Source: an optimization exercise on an open RTL-to-GDS flow (aim: small area and a short achievable clock period). Production flows keep margins and buffers that such runs may drop. For this run, only the layout was checked, not whether the RTL still works. Power is estimated from default activity; no workload was simulated.

## flow/flow/run.sh

```bash
#!/bin/bash
# The standard layout (standard.sh) with three changes to its settings:
#  - Yosys's synth runs without its early "abc -fast" pass (SYNTH_ARGS=-noabc),
#    so extract_fa keeps the RTL's full adders in their true polarity instead
#    of adding inverters around them; the registers are the same;
#  - ports are buffered with plain buf_1 cells instead of delay buffers;
#  - CTS inserts no dummy loads and uses small clock buffers.
# make's output (every step's log is also kept under orfs/logs) goes to flow.log.
set -euo pipefail
cat >> config.mk <<'CFG'
export SYNTH_ARGS = -noabc
export BUFFER_PORTS_ARGS = -buffer_cell sky130_fd_sc_hd__buf_1
export CTS_ARGS = -sink_clustering_enable -repair_clock_nets -dont_use_dummy_load -buf_list {sky130_fd_sc_hd__clkbuf_4 sky130_fd_sc_hd__clkbuf_8}
CFG
bash standard.sh finish > flow.log 2>&1
```

## flow/standard.sh

```bash
#!/bin/bash
# synth_recipe.tcl (not shown) runs the flow's synth.tcl, then flattens the netlist and writes it again
# the make line also repeats each setting of config.mk as NAME=value (left out here)
make -C /OpenROAD-flow-scripts/flow DESIGN_CONFIG=/design/flow/config.mk WORK_HOME=/design/flow/orfs CLKGATE_MAP_FILE= SYNTH_SCRIPT=/design/flow/synth_recipe.tcl "${@:-finish}"
```

## flow/config.mk

```make
export PLATFORM = sky130hd
export DESIGN_NAME = bit_population_counter_top
export DESIGN_NICKNAME = bit_population_counter_top
export VERILOG_FILES = /design/flow/design.v
export SDC_FILE = /design/flow/constraint.sdc
export NUM_CORES = 4
export LEC_CHECK = 0
export CAP_MARGIN = 20
export CORE_MARGIN = 2
export CORE_UTILIZATION = 40
export SLEW_MARGIN = 20
export SYNTH_ARGS = -noabc
export BUFFER_PORTS_ARGS = -buffer_cell sky130_fd_sc_hd__buf_1
export CTS_ARGS = -sink_clustering_enable -repair_clock_nets -dont_use_dummy_load -buf_list {sky130_fd_sc_hd__clkbuf_4 sky130_fd_sc_hd__clkbuf_8}
```

## flow/constraint.sdc

```tcl
create_clock -name core_clock -period 2.6 [get_ports {clk_i}]
set_input_delay 0.5200 -clock core_clock [delete_from_list [all_inputs] [get_ports {clk_i}]]
set_output_delay 0.5200 -clock core_clock [all_outputs]
set_load 0.01 [all_outputs]
```

## flow/design.v

```verilog
module bit_population_counter_top (
  input  logic         clk_i,
  input  logic         srst_i,
  input  logic [127:0] data_i,
  input  logic         data_val_i,
  output logic [6:0]   data_o,
  output logic         data_val_o
);
  wire t3 = data_i[0] ^ data_i[100];
  wire s1 = t3 ^ data_i[101];
  wire c2 = t3 ? data_i[101] : data_i[0];
  wire t6 = data_i[102] ^ data_i[103];
  wire s4 = t6 ^ data_i[104];
  wire c5 = t6 ? data_i[104] : data_i[102];
  wire t9 = data_i[105] ^ data_i[106];
  wire s7 = t9 ^ data_i[107];
  wire c8 = t9 ? data_i[107] : data_i[105];
  wire t12 = data_i[108] ^ data_i[109];
  wire s10 = t12 ^ data_i[10];
  wire c11 = t12 ? data_i[10] : data_i[108];
  wire t15 = data_i[110] ^ data_i[111];
  wire s13 = t15 ^ data_i[112];
  wire c14 = t15 ? data_i[112] : data_i[110];
  wire t18 = data_i[113] ^ data_i[114];
  wire s16 = t18 ^ data_i[115];
  wire c17 = t18 ? data_i[115] : data_i[113];
  wire t21 = data_i[116] ^ data_i[117];
  wire s19 = t21 ^ data_i[118];
  wire c20 = t21 ? data_i[118] : data_i[116];
  wire t24 = data_i[119] ^ data_i[11];
  wire s22 = t24 ^ data_i[120];
  wire c23 = t24 ? data_i[120] : data_i[119];
  wire t27 = data_i[121] ^ data_i[122];
  wire s25 = t27 ^ data_i[123];
  wire c26 = t27 ? data_i[123] : data_i[121];
  wire t30 = data_i[124] ^ data_i[125];
  wire s28 = t30 ^ data_i[126];
  wire c29 = t30 ? data_i[126] : data_i[124];
  wire t33 = data_i[127] ^ data_i[12];
  wire s31 = t33 ^ data_i[13];
  wire c32 = t33 ? data_i[13] : data_i[127];
  wire t36 = data_i[14] ^ data_i[15];
  wire s34 = t36 ^ data_i[16];
  wire c35 = t36 ? data_i[16] : data_i[14];
  wire t39 = data_i[17] ^ data_i[18];
  wire s37 = t39 ^ data_i[19];
  wire c38 = t39 ? data_i[19] : data_i[17];
  wire t42 = data_i[1] ^ data_i[20];
  wire s40 = t42 ^ data_i[21];
  wire c41 = t42 ? data_i[21] : data_i[1];
  wire t45 = data_i[22] ^ data_i[23];
  wire s43 = t45 ^ data_i[24];
  wire c44 = t45 ? data_i[24] : data_i[22];
  wire t48 = data_i[25] ^ data_i[26];
  wire s46 = t48 ^ data_i[27];
  wire c47 = t48 ? data_i[27] : data_i[25];
  wire t51 = data_i[28] ^ data_i[29];
  wire s49 = t51 ^ data_i[2];
  wire c50 = t51 ? data_i[2] : data_i[28];
  wire t54 = data_i[30] ^ data_i[31];
  wire s52 = t54 ^ data_i[32];
  wire c53 = t54 ? data_i[32] : data_i[30];
  wire t57 = data_i[33] ^ data_i[34];
  wire s55 = t57 ^ data_i[35];
  wire c56 = t57 ? data_i[35] : data_i[33];
  wire t60 = data_i[36] ^ data_i[37];
  wire s58 = t60 ^ data_i[38];
  wire c59 = t60 ? data_i[38] : data_i[36];
  wire t63 = data_i[39] ^ data_i[3];
  wire s61 = t63 ^ data_i[40];
  wire c62 = t63 ? data_i[40] : data_i[39];
  wire t66 = data_i[41] ^ data_i[42];
  wire s64 = t66 ^ data_i[43];
  wire c65 = t66 ? data_i[43] : data_i[41];
  wire t69 = data_i[44] ^ data_i[45];
  wire s67 = t69 ^ data_i[46];
  wire c68 = t69 ? data_i[46] : data_i[44];
  wire t72 = data_i[47] ^ data_i[48];
  wire s70 = t72 ^ data_i[49];
  wire c71 = t72 ? data_i[49] : data_i[47];
  wire t75 = data_i[4] ^ data_i[50];
  wire s73 = t75 ^ data_i[51];
  wire c74 = t75 ? data_i[51] : data_i[4];
  wire t78 = data_i[52] ^ data_i[53];
  wire s76 = t78 ^ data_i[54];
  wire c77 = t78 ? data_i[54] : data_i[52];
  wire t81 = data_i[55] ^ data_i[56];
  wire s79 = t81 ^ data_i[57];
  wire c80 = t81 ? data_i[57] : data_i[55];
  wire t84 = data_i[58] ^ data_i[59];
  wire s82 = t84 ^ data_i[5];
  wire c83 = t84 ? data_i[5] : data_i[58];
  wire t87 = data_i[60] ^ data_i[61];
  wire s85 = t87 ^ data_i[62];
  wire c86 = t87 ? data_i[62] : data_i[60];
  wire t90 = data_i[63] ^ data_i[64];
  wire s88 = t90 ^ data_i[65];
  wire c89 = t90 ? data_i[65] : data_i[63];
  wire t93 = data_i[66] ^ data_i[67];
  wire s91 = t93 ^ data_i[68];
  wire c92 = t93 ? data_i[68] : data_i[66];
  wire t96 = data_i[69] ^ data_i[6];
  wire s94 = t96 ^ data_i[70];
  wire c95 = t96 ? data_i[70] : data_i[69];
  wire t99 = data_i[71] ^ data_i[72];
  wire s97 = t99 ^ data_i[73];
  wire c98 = t99 ? data_i[73] : data_i[71];
  wire t102 = data_i[74] ^ data_i[75];
  wire s100 = t102 ^ data_i[76];
  wire c101 = t102 ? data_i[76] : data_i[74];
  wire t105 = data_i[77] ^ data_i[78];
  wire s103 = t105 ^ data_i[79];
  wire c104 = t105 ? data_i[79] : data_i[77];
  wire t108 = data_i[7] ^ data_i[80];
  wire s106 = t108 ^ data_i[81];
  wire c107 = t108 ? data_i[81] : data_i[7];
  wire t111 = data_i[82] ^ data_i[83];
  wire s109 = t111 ^ data_i[84];
  wire c110 = t111 ? data_i[84] : data_i[82];
  wire t114 = data_i[85] ^ data_i[86];
  wire s112 = t114 ^ data_i[87];
  wire c113 = t114 ? data_i[87] : data_i[85];
  wire t117 = data_i[88] ^ data_i[89];
  wire s115 = t117 ^ data_i[8];
  wire c116 = t117 ? data_i[8] : data_i[88];
  wire t120 = data_i[90] ^ data_i[91];
  wire s118 = t120 ^ data_i[92];
  wire c119 = t120 ? data_i[92] : data_i[90];
  wire t123 = data_i[93] ^ data_i[94];
  wire s121 = t123 ^ data_i[95];
  wire c122 = t123 ? data_i[95] : data_i[93];
  wire t126 = data_i[96] ^ data_i[97];
  wire s124 = t126 ^ data_i[98];
  wire c125 = t126 ? data_i[98] : data_i[96];
  wire t129 = data_i[99] ^ data_i[9];
  wire s127 = t129 ^ s1;
  wire c128 = t129 ? s1 : data_i[99];
  wire t132 = s10 ^ s100;
  wire s130 = t132 ^ s103;
  wire c131 = t132 ? s103 : s10;
  wire t135 = s106 ^ s109;
  wire s133 = t135 ^ s112;
  wire c134 = t135 ? s112 : s106;
  wire t138 = s115 ^ s118;
  wire s136 = t138 ^ s121;
  wire c137 = t138 ? s121 : s115;
  wire t141 = s124 ^ s13;
  wire s139 = t141 ^ s16;
  wire c140 = t141 ? s16 : s124;
  wire t144 = s19 ^ s22;
  wire s142 = t144 ^ s25;
  wire c143 = t144 ? s25 : s19;
  wire t147 = s28 ^ s31;
  wire s145 = t147 ^ s34;
  wire c146 = t147 ? s34 : s28;
  wire t150 = s37 ^ s4;
  wire s148 = t150 ^ s40;
  wire c149 = t150 ? s40 : s37;
  wire t153 = s43 ^ s46;
  wire s151 = t153 ^ s49;
  wire c152 = t153 ? s49 : s43;
  wire t156 = s52 ^ s55;
  wire s154 = t156 ^ s58;
  wire c155 = t156 ? s58 : s52;
  wire t159 = s61 ^ s64;
  wire s157 = t159 ^ s67;
  wire c158 = t159 ? s67 : s61;
  wire t162 = s7 ^ s70;
  wire s160 = t162 ^ s73;
  wire c161 = t162 ? s73 : s7;
  wire t165 = s76 ^ s79;
  wire s163 = t165 ^ s82;
  wire c164 = t165 ? s82 : s76;
  wire t168 = s85 ^ s88;
  wire s166 = t168 ^ s91;
  wire c167 = t168 ? s91 : s85;
  wire t171 = s94 ^ s97;
  wire s169 = t171 ^ s127;
  wire c170 = t171 ? s127 : s94;
  wire t174 = c101 ^ c104;
  wire s172 = t174 ^ c107;
  wire c173 = t174 ? c107 : c101;
  wire t177 = c11 ^ c110;
  wire s175 = t177 ^ c113;
  wire c176 = t177 ? c113 : c11;
  wire t180 = c116 ^ c119;
  wire s178 = t180 ^ c122;
  wire c179 = t180 ? c122 : c116;
  wire t183 = c125 ^ c14;
  wire s181 = t183 ^ c17;
  wire c182 = t183 ? c17 : c125;
  wire t186 = c2 ^ c20;
  wire s184 = t186 ^ c23;
  wire c185 = t186 ? c23 : c2;
  wire t189 = c26 ^ c29;
  wire s187 = t189 ^ c32;
  wire c188 = t189 ? c32 : c26;
  wire t192 = c35 ^ c38;
  wire s190 = t192 ^ c41;
  wire c191 = t192 ? c41 : c35;
  wire t195 = c44 ^ c47;
  wire s193 = t195 ^ c5;
  wire c194 = t195 ? c5 : c44;
  wire t198 = c50 ^ c53;
  wire s196 = t198 ^ c56;
  wire c197 = t198 ? c56 : c50;
  wire t201 = c59 ^ c62;
  wire s199 = t201 ^ c65;
  wire c200 = t201 ? c65 : c59;
  wire t204 = c68 ^ c71;
  wire s202 = t204 ^ c74;
  wire c203 = t204 ? c74 : c68;
  wire t207 = c77 ^ c8;
  wire s205 = t207 ^ c80;
  wire c206 = t207 ? c80 : c77;
  wire t210 = c83 ^ c86;
  wire s208 = t210 ^ c89;
  wire c209 = t210 ? c89 : c83;
  wire t213 = c92 ^ c95;
  wire s211 = t213 ^ c98;
  wire c212 = t213 ? c98 : c92;
  wire t216 = c128 ^ c131;
  wire s214 = t216 ^ c134;
  wire c215 = t216 ? c134 : c128;
  wire t219 = c137 ^ c140;
  wire s217 = t219 ^ c143;
  wire c218 = t219 ? c143 : c137;
  wire t222 = c146 ^ c149;
  wire s220 = t222 ^ c152;
  wire c221 = t222 ? c152 : c146;
  wire t225 = c155 ^ c158;
  wire s223 = t225 ^ c161;
  wire c224 = t225 ? c161 : c155;
  wire t228 = c164 ^ c167;
  wire s226 = t228 ^ s172;
  wire c227 = t228 ? s172 : c164;
  wire t231 = s175 ^ s178;
  wire s229 = t231 ^ s181;
  wire c230 = t231 ? s181 : s175;
  wire t234 = s184 ^ s187;
  wire s232 = t234 ^ s190;
  wire c233 = t234 ? s190 : s184;
  wire t237 = s193 ^ s196;
  wire s235 = t237 ^ s199;
  wire c236 = t237 ? s199 : s193;
  wire t240 = s202 ^ s205;
  wire s238 = t240 ^ s208;
  wire c239 = t240 ? s208 : s202;
  wire t243 = c173 ^ c176;
  wire s241 = t243 ^ c179;
  wire c242 = t243 ? c179 : c173;
  wire t246 = c182 ^ c185;
  wire s244 = t246 ^ c188;
  wire c245 = t246 ? c188 : c182;
  wire t249 = c191 ^ c194;
  wire s247 = t249 ^ c197;
  wire c248 = t249 ? c197 : c191;
  wire t252 = c200 ^ c203;
  wire s250 = t252 ^ c206;
  wire c251 = t252 ? c206 : c200;
  logic [43:0] p0;
  wire t255 = p0[0] ^ p0[10];
  wire s253 = t255 ^ p0[11];
  wire c254 = t255 ? p0[11] : p0[0];
  wire t258 = p0[12] ^ p0[13];
  wire s256 = t258 ^ p0[1];
  wire c257 = t258 ? p0[1] : p0[12];
  wire t261 = p0[2] ^ p0[3];
  wire s259 = t261 ^ p0[4];
  wire c260 = t261 ? p0[4] : p0[2];
  wire t264 = p0[5] ^ p0[6];
  wire s262 = t264 ^ p0[7];
  wire c263 = t264 ? p0[7] : p0[5];
  wire t267 = p0[8] ^ p0[9];
  wire s265 = t267 ^ s253;
  wire c266 = t267 ? s253 : p0[8];
  wire t270 = s256 ^ s259;
  wire s268 = t270 ^ s262;
  wire c269 = t270 ? s262 : s256;
  wire t273 = p0[14] ^ p0[15];
  wire s271 = t273 ^ p0[16];
  wire c272 = t273 ? p0[16] : p0[14];
  wire t276 = p0[17] ^ p0[18];
  wire s274 = t276 ^ p0[19];
  wire c275 = t276 ? p0[19] : p0[17];
  wire t279 = p0[20] ^ p0[21];
  wire s277 = t279 ^ p0[22];
  wire c278 = t279 ? p0[22] : p0[20];
  wire t282 = p0[23] ^ p0[24];
  wire s280 = t282 ^ c254;
  wire c281 = t282 ? c254 : p0[23];
  wire t285 = c257 ^ c260;
  wire s283 = t285 ^ c263;
  wire c284 = t285 ? c263 : c257;
  wire t288 = s271 ^ s274;
  wire s286 = t288 ^ s277;
  wire c287 = t288 ? s277 : s271;
  wire t291 = s280 ^ c266;
  wire s289 = t291 ^ c269;
  wire c290 = t291 ? c269 : s280;
  wire t294 = p0[25] ^ p0[26];
  wire s292 = t294 ^ p0[27];
  wire c293 = t294 ? p0[27] : p0[25];
  wire t297 = p0[28] ^ p0[29];
  wire s295 = t297 ^ p0[30];
  wire c296 = t297 ? p0[30] : p0[28];
  wire t300 = p0[31] ^ p0[32];
  wire s298 = t300 ^ p0[33];
  wire c299 = t300 ? p0[33] : p0[31];
  wire t303 = p0[34] ^ p0[35];
  wire s301 = t303 ^ p0[36];
  wire c302 = t303 ? p0[36] : p0[34];
  wire t306 = p0[37] ^ p0[38];
  wire s304 = t306 ^ p0[39];
  wire c305 = t306 ? p0[39] : p0[37];
  wire t309 = c272 ^ c275;
  wire s307 = t309 ^ c278;
  wire c308 = t309 ? c278 : c272;
  wire t312 = s292 ^ s295;
  wire s310 = t312 ^ s298;
  wire c311 = t312 ? s298 : s292;
  wire t315 = s301 ^ s304;
  wire s313 = t315 ^ c281;
  wire c314 = t315 ? c281 : s301;
  wire t318 = c284 ^ c287;
  wire s316 = t318 ^ s307;
  wire c317 = t318 ? s307 : c284;
  wire t321 = p0[40] ^ p0[41];
  wire s319 = t321 ^ p0[42];
  wire c320 = t321 ? p0[42] : p0[40];
  wire t324 = p0[43] ^ c293;
  wire s322 = t324 ^ c296;
  wire c323 = t324 ? c296 : p0[43];
  wire t327 = c299 ^ c302;
  wire s325 = t327 ^ c305;
  wire c326 = t327 ? c305 : c299;
  wire t330 = s319 ^ c308;
  wire s328 = t330 ^ c311;
  wire c329 = t330 ? c311 : s319;
  wire t333 = c314 ^ s322;
  wire s331 = t333 ^ s325;
  wire c332 = t333 ? s325 : c314;
  wire t336 = c320 ^ c323;
  wire s334 = t336 ^ c326;
  wire c335 = t336 ? c326 : c320;
  logic [15:0] p1;
  wire t339 = p1[2] ^ p1[3];
  wire s337 = t339 ^ p1[4];
  wire c338 = t339 ? p1[4] : p1[2];
  wire t342 = p1[5] ^ p1[6];
  wire s340 = t342 ^ p1[7];
  wire c341 = t342 ? p1[7] : p1[5];
  wire t345 = p1[8] ^ c338;
  wire s343 = t345 ^ s340;
  wire c344 = t345 ? s340 : p1[8];
  wire t348 = p1[10] ^ p1[11];
  wire s346 = t348 ^ p1[9];
  wire c347 = t348 ? p1[9] : p1[10];
  wire t351 = c341 ^ s346;
  wire s349 = t351 ^ c344;
  wire c350 = t351 ? c344 : c341;
  wire t354 = p1[12] ^ p1[13];
  wire s352 = t354 ^ p1[14];
  wire c353 = t354 ? p1[14] : p1[12];
  wire t357 = c347 ^ s352;
  wire s355 = t357 ^ c350;
  wire c356 = t357 ? c350 : c347;
  logic [8:0] p2;
  wire t360 = p2[6] ^ p2[7];
  wire s358 = t360 ^ p2[8];
  wire c359 = t360 ? p2[8] : p2[6];
  wire s361 = p2[0] ^ p2[1];
  wire c362 = p2[0] & p2[1];
  wire o363 = p2[2] ^ c362;
  wire g364 = (p2[2] & c362);
  wire o365 = p2[3] ^ g364;
  wire q366 = p2[3] & p2[2];
  wire g367 = (q366 & c362);
  wire o368 = p2[4] ^ g367;
  wire q369 = p2[4] & p2[3];
  wire g370 = (q369 & g364);
  wire o371 = p2[5] ^ g370;
  wire q372 = p2[5] & p2[4];
  wire q373 = q372 & p2[3];
  wire g374 = (q373 & g364);
  wire o375 = s358 ^ g374;
  wire q376 = s358 & p2[5];
  wire q377 = q376 & p2[4];
  wire g378 = (q377 & g367);
  wire o379 = c359 ^ g378;
  always_ff @( posedge clk_i )
    begin
      p0[0] <= s130;
      p0[1] <= s133;
      p0[2] <= s136;
      p0[3] <= s139;
      p0[4] <= s142;
      p0[5] <= s145;
      p0[6] <= s148;
      p0[7] <= s151;
      p0[8] <= s154;
      p0[9] <= s157;
      p0[10] <= s160;
      p0[11] <= s163;
      p0[12] <= s166;
      p0[13] <= s169;
      p0[14] <= s211;
      p0[15] <= c170;
      p0[16] <= s214;
      p0[17] <= s217;
      p0[18] <= s220;
      p0[19] <= s223;
      p0[20] <= s226;
      p0[21] <= s229;
      p0[22] <= s232;
      p0[23] <= s235;
      p0[24] <= s238;
      p0[25] <= c209;
      p0[26] <= c212;
      p0[27] <= c215;
      p0[28] <= c218;
      p0[29] <= c221;
      p0[30] <= c224;
      p0[31] <= c227;
      p0[32] <= c230;
      p0[33] <= c233;
      p0[34] <= c236;
      p0[35] <= c239;
      p0[36] <= s241;
      p0[37] <= s244;
      p0[38] <= s247;
      p0[39] <= s250;
      p0[40] <= c242;
      p0[41] <= c245;
      p0[42] <= c248;
      p0[43] <= c251;
      p1[0] <= s265;
      p1[1] <= s268;
      p1[2] <= s283;
      p1[3] <= s286;
      p1[4] <= s289;
      p1[5] <= s310;
      p1[6] <= s313;
      p1[7] <= c290;
      p1[8] <= s316;
      p1[9] <= c317;
      p1[10] <= s328;
      p1[11] <= s331;
      p1[12] <= c329;
      p1[13] <= c332;
      p1[14] <= s334;
      p1[15] <= c335;
      p2[0] <= p1[0];
      p2[1] <= p1[1];
      p2[2] <= s337;
      p2[3] <= s343;
      p2[4] <= s349;
      p2[5] <= s355;
      p2[6] <= p1[15];
      p2[7] <= c353;
      p2[8] <= c356;
    end
  wire [6:0] count = {o379, o375, o371, o368, o365, o363, s361};
  logic [3:0] val;
  always_ff @( posedge clk_i )
    begin
      if ( srst_i )
        val <= '0;
      else
        val <= { val[2:0], data_val_i };
    end
  assign data_val_o = val[3];
  always_ff @( posedge clk_i )
    data_o <= count;
endmodule
```

==> notes.md <==
[worst min-delay path by stage]
| stage | start | to | slack, ns | cells after the start |
|---|---|---|---|---|
| CTS | p1[0] | p2[0] | 0.34 | 0 |
| global placement | p1[15] | p2[6] | 0.31 | 0 |
| detailed placement | p1[0] | p2[0] | 0.32 | 0 |
| global route | p1[0] | p2[0] | 0.34 | 0 |
| floorplan | p1[0] | p2[0] | 0.31 | 0 |
| finish | p1[0] | p2[0] | 0.34 | 0 |
[kinds of logic (layout without fill, tap and decap cells)]
family	Yosys count	after routing	synth area share (%)
DFF	80	80	30.4
xor gates and xnor gates	230	230	41.1
adders and majority gates	102	102	19.5
and+or+nand+nor	59	59	5.15
AOI/OAI and AO/OA	27	27	3.23
buffers and inverters	8	150	0.593
[critical path: cells and delay by family (launching register included)]
family	cells	cell delay (ns)
AO/OA/AOI/OAI	3	0.36
AND/OR/NAND/NOR	1	0.48
adder cells (fa/ha/maj)	2	0.64
flip-flops	1	0.41
[routing by layer]
metal	routed length [um]	part of all wire, %
met1	4070	41
met2	5250	53
met3	316	3.2
met4	191	1.9
met5	0	0
[per-stage QoR]
stage                     hold WS [ns]  std cells
after detailed placement         0.317        811
after CTS                        0.339        820
after floorplan                  0.310        506
after global placement           0.314        811
after global routing             0.345        820
final                            0.335        820
[report_power, final]
| part | total, uW | switching [uW] | internal [uW] |
|---|---|---|---|
| Clock | 681 | 372 | 309 |
| Sequential | 2320 | 445 | 1870 |
| Combinational | 4090 | 1900 | 2190 |
| Total | 7090 | 2720 | 4370 |
[area by class of cell]
type                       count  share of cell area, %
sequential                    80                   26.2
multi-input combinational    418                   59.5
timing repair buffer         138                   8.48
tap                          172                   3.52
clock buffer                   9                   2.03
inverter                       3                  0.184
[sequential cells by signal, summed over array words and instances, names as in the netlist]
register and count:
data_o 7, p2 9, p1 16, val 4
p0 44
[synth_stat cells (all sizes together)]
cell type,count,area share [%]
xnor2,189,31
maj3,100,19
dfxtp,80,30
xor2,31,5.2
nor2,22,1.6
nand2,18,1.3
a21oi,14,1.3
xor3,10,4.5
nor2b,6,0.71
nand3,5,0.57
clkbuf,4,0.28
nand4,4,0.47
o21ai,4,0.38
inv,3,0.21
a2111oi,2,0.38
ha,2,0.47
nor3,2,0.28
o2111ai,2,0.45
o31ai,2,0.28
a211oi,1,0.14
buf,1,0.095
nor4,1,0.12
o211ai,1,0.14
o22ai,1,0.12
or4,1,0.14
==> notes.md <==
- The clock transition at the registers of the reported paths is 0.08 ns.
- The antenna diode count is 0.
- At the end of the flow the core is filled with cells to 48.0%.
- Data on the critical path arrives at its endpoint at 2.23 ns.
- Fill cells in the final layout number 1,252.
- Each instance of the synthesized netlist takes up on average 10.4 um^2.
- Timing analysis after detailed placement gives a worst setup slack of 0.626 ns.
- The number of primary I/O pins is 139.
- The area inside the core boundary is 0.0127 mm^2.
- The post-synthesis instance area is 0.00527 mm^2.
- Clock tree synthesis found a total of 80 sinks.
- The hold violation count in the final report is 0.
- The top cell types in the final layout, fill and taps aside, are sky130_fd_sc_hd__xnor2_1 (189), sky130_fd_sc_hd__buf_1 (138), sky130_fd_sc_hd__maj3_1 (99).
- After layout, the worst setup slack is 0.624 ns.
- The number of nets produced by synthesis is 639.
- The register cell area after layout is 0.00160 mm^2.
- The total area of multi-input combinational cells is 0.00364 mm^2.
- The number of detailed-routing iterations run before antenna repair is 4.
- After layout, the design draws a total of 7090 uW.
- The reported max-cap violation count is 0.
- Across all register-to-register paths, the minimum setup slack is 0.62 ns.
- Using the TritonRoute via totals, the vias-per-cell ratio works out to 4.63.
- Setup repair after global routing left no endpoint under its margin.
- The final critical-path required period is 1.98 ns.
- The first-pass GRT wire length is 16,400 um.
- Once detailed placement completed, the half-perimeter wirelength came to 8680 um.
- Across the VDD grid, the largest voltage drop is 455 uV.
- The via count of the first global-routing pass is 3,840.
- The depth of the CTS H-tree is 3.
- The most common library cell in the layout ignoring fill and taps is sky130_fd_sc_hd__xnor2_1.
- The width of the die is 119 um.
- Detailed routing inserted a total of 3,799 vias.
- The die is 119 um tall.
- The tree is rooted in a sky130_fd_sc_hd__clkbuf_8.
- The average routed wire per standard cell is 12.0 um.
- The count of buffers added by post-CTS timing repair for setup is 0.
- The remaining global-route overflow is 0.
- The count of pins over their slew limit is 0.
- Summed over all cells, the static leakage comes to 0.00198 uW.
- In this run, post-CTS repair resized a total of 0 instances.
- The critical setup path kind is flip-flop to flip-flop.
- Compared with the post-synthesis result, the final layout area differs by 15.9%.
- The detail route stage leaves a number of antenna-violating nets equal to 0.
- The number of distinct standard cells referenced by the synthesized netlist is 29.
- The number of cells traversed by the worst register-to-register path is 6.
- Summing the sequential cell areas from Yosys gives 30.4% of the chip area.
- In this design, the stage delay of the slowest critical-path cell is 0.48 ns.
- For this run, the top clock speed supported by timing is 0.506 GHz.
- The critical path endpoint category is a flip-flop.
- The number of antenna violations at the first check in global routing is 0.
- The worst-case clock skew is 0.0285 ns.
- The residual DRC count is 0.
- STA classifies the critical path startpoint as a flip-flop.
- The ratio of final minimum period to clock period is 76.0%.
- The largest net degree at the start of global routing is 16.
- The post-synthesis sequential element count is 80.
- Of the cells placed in the final design, the portion with a size suffix greater than 1 is 2.01%.
- In this run the cell area measured after placement is 0.00598 mm^2.
- The number of port buffers is 138.
- The routing usage on met2 is 27.3%.
- The transition time at the pin with the least slew margin is 0.524 ns.
- The number of buffers created by CTS is 9.
- The maximum fanout encountered on the critical timing path is 7.
- The type of the most critical hold path is flip-flop to flip-flop.
- met2 is the most crowded layer.
- In the global route stage, overall resource usage came out at 14.3%.
- The slowest stage of the critical path belongs to the cell sky130_fd_sc_hd__nor3_1.
- In this run the tightest slew margin relative to its limit is 64.8%.
- The total power per unit cell area is 1160 mW/mm^2.
- Row generation in the floorplan step produced 41 rows.
- The clock insertion delay at the later pin of the skew report is 0.35 ns.
- The number of standard cells after synthesis is 506.
- The count of final setup violators is 0.
- The worst register-to-register path begins at p1[3].
- The critical path starts at p1[3].
- For this block, the initial DRC count from the detailed router was 70.
- The run finished with no timing, DRC or antenna violations.
- After routing the design area is 0.00611 mm^2.
- The clock passes through at most 2 buffers.
- The reg-to-reg endpoint is p2[8].
- The synthesis warning total is 1.
- The TritonCTS clock tree is yes.
- The signal on the critical path passes through maj3_4 -> a2111oi_1 -> nor3_1 -> o21ai_0 -> maj3_1 -> a21oi_1.
- The congestion estimate from routability-driven global placement came to 0.826.
- The post-detailed-routing wire length is 9830 um.
- The required arrival time at the worst endpoint is 2.85 ns.
- The die footprint is 0.0141 mm^2.
- The number of buffers added to fix hold violations after cts is 0.
- For this configuration, the core starts out at a cell density of 41.4%.
- In the global route stage, met1 resource usage came out at 15.7%.
- The most critical setup path has its endpoint at p2[8].
- The met3 layer usage reported by global route is 2.32%.
- Summed over all failing endpoints, the final setup total negative slack is 0 ns.
- For this run, the post-layout net count is 783.

[afterwards: timing with drivers on the ports]
No port has a modelled driver above. Below, the same layout with a new extraction and two added sets of constraints.
Step 1: set_driving_cell puts a clkbuf_16 on clk_i and a buf_2 on each other input, an assumption about the parent block.
Step 2 also shifts input and output timing later by t, the mid clock arrival at the registers, as if the neighbouring blocks saw the same clock.
Slacks: ideal ports / drivers / drivers and shift; pairs: ideal ports / drivers.
shift t [ns]: 0.367
setup slack, ns: 0.624 / 0.624 / 0.595
latest minus earliest clock arrival (ns): 0.029 / 0.029
slew at the worst register clock pin (ns): 0.08 / 0.08
worst slew at a driven data input, ns: 0.05
After both steps setup and hold are still met in this run. For this run, drivers alone change the setup slack by 0.000 ns; drivers and shift together by -0.029 ns.
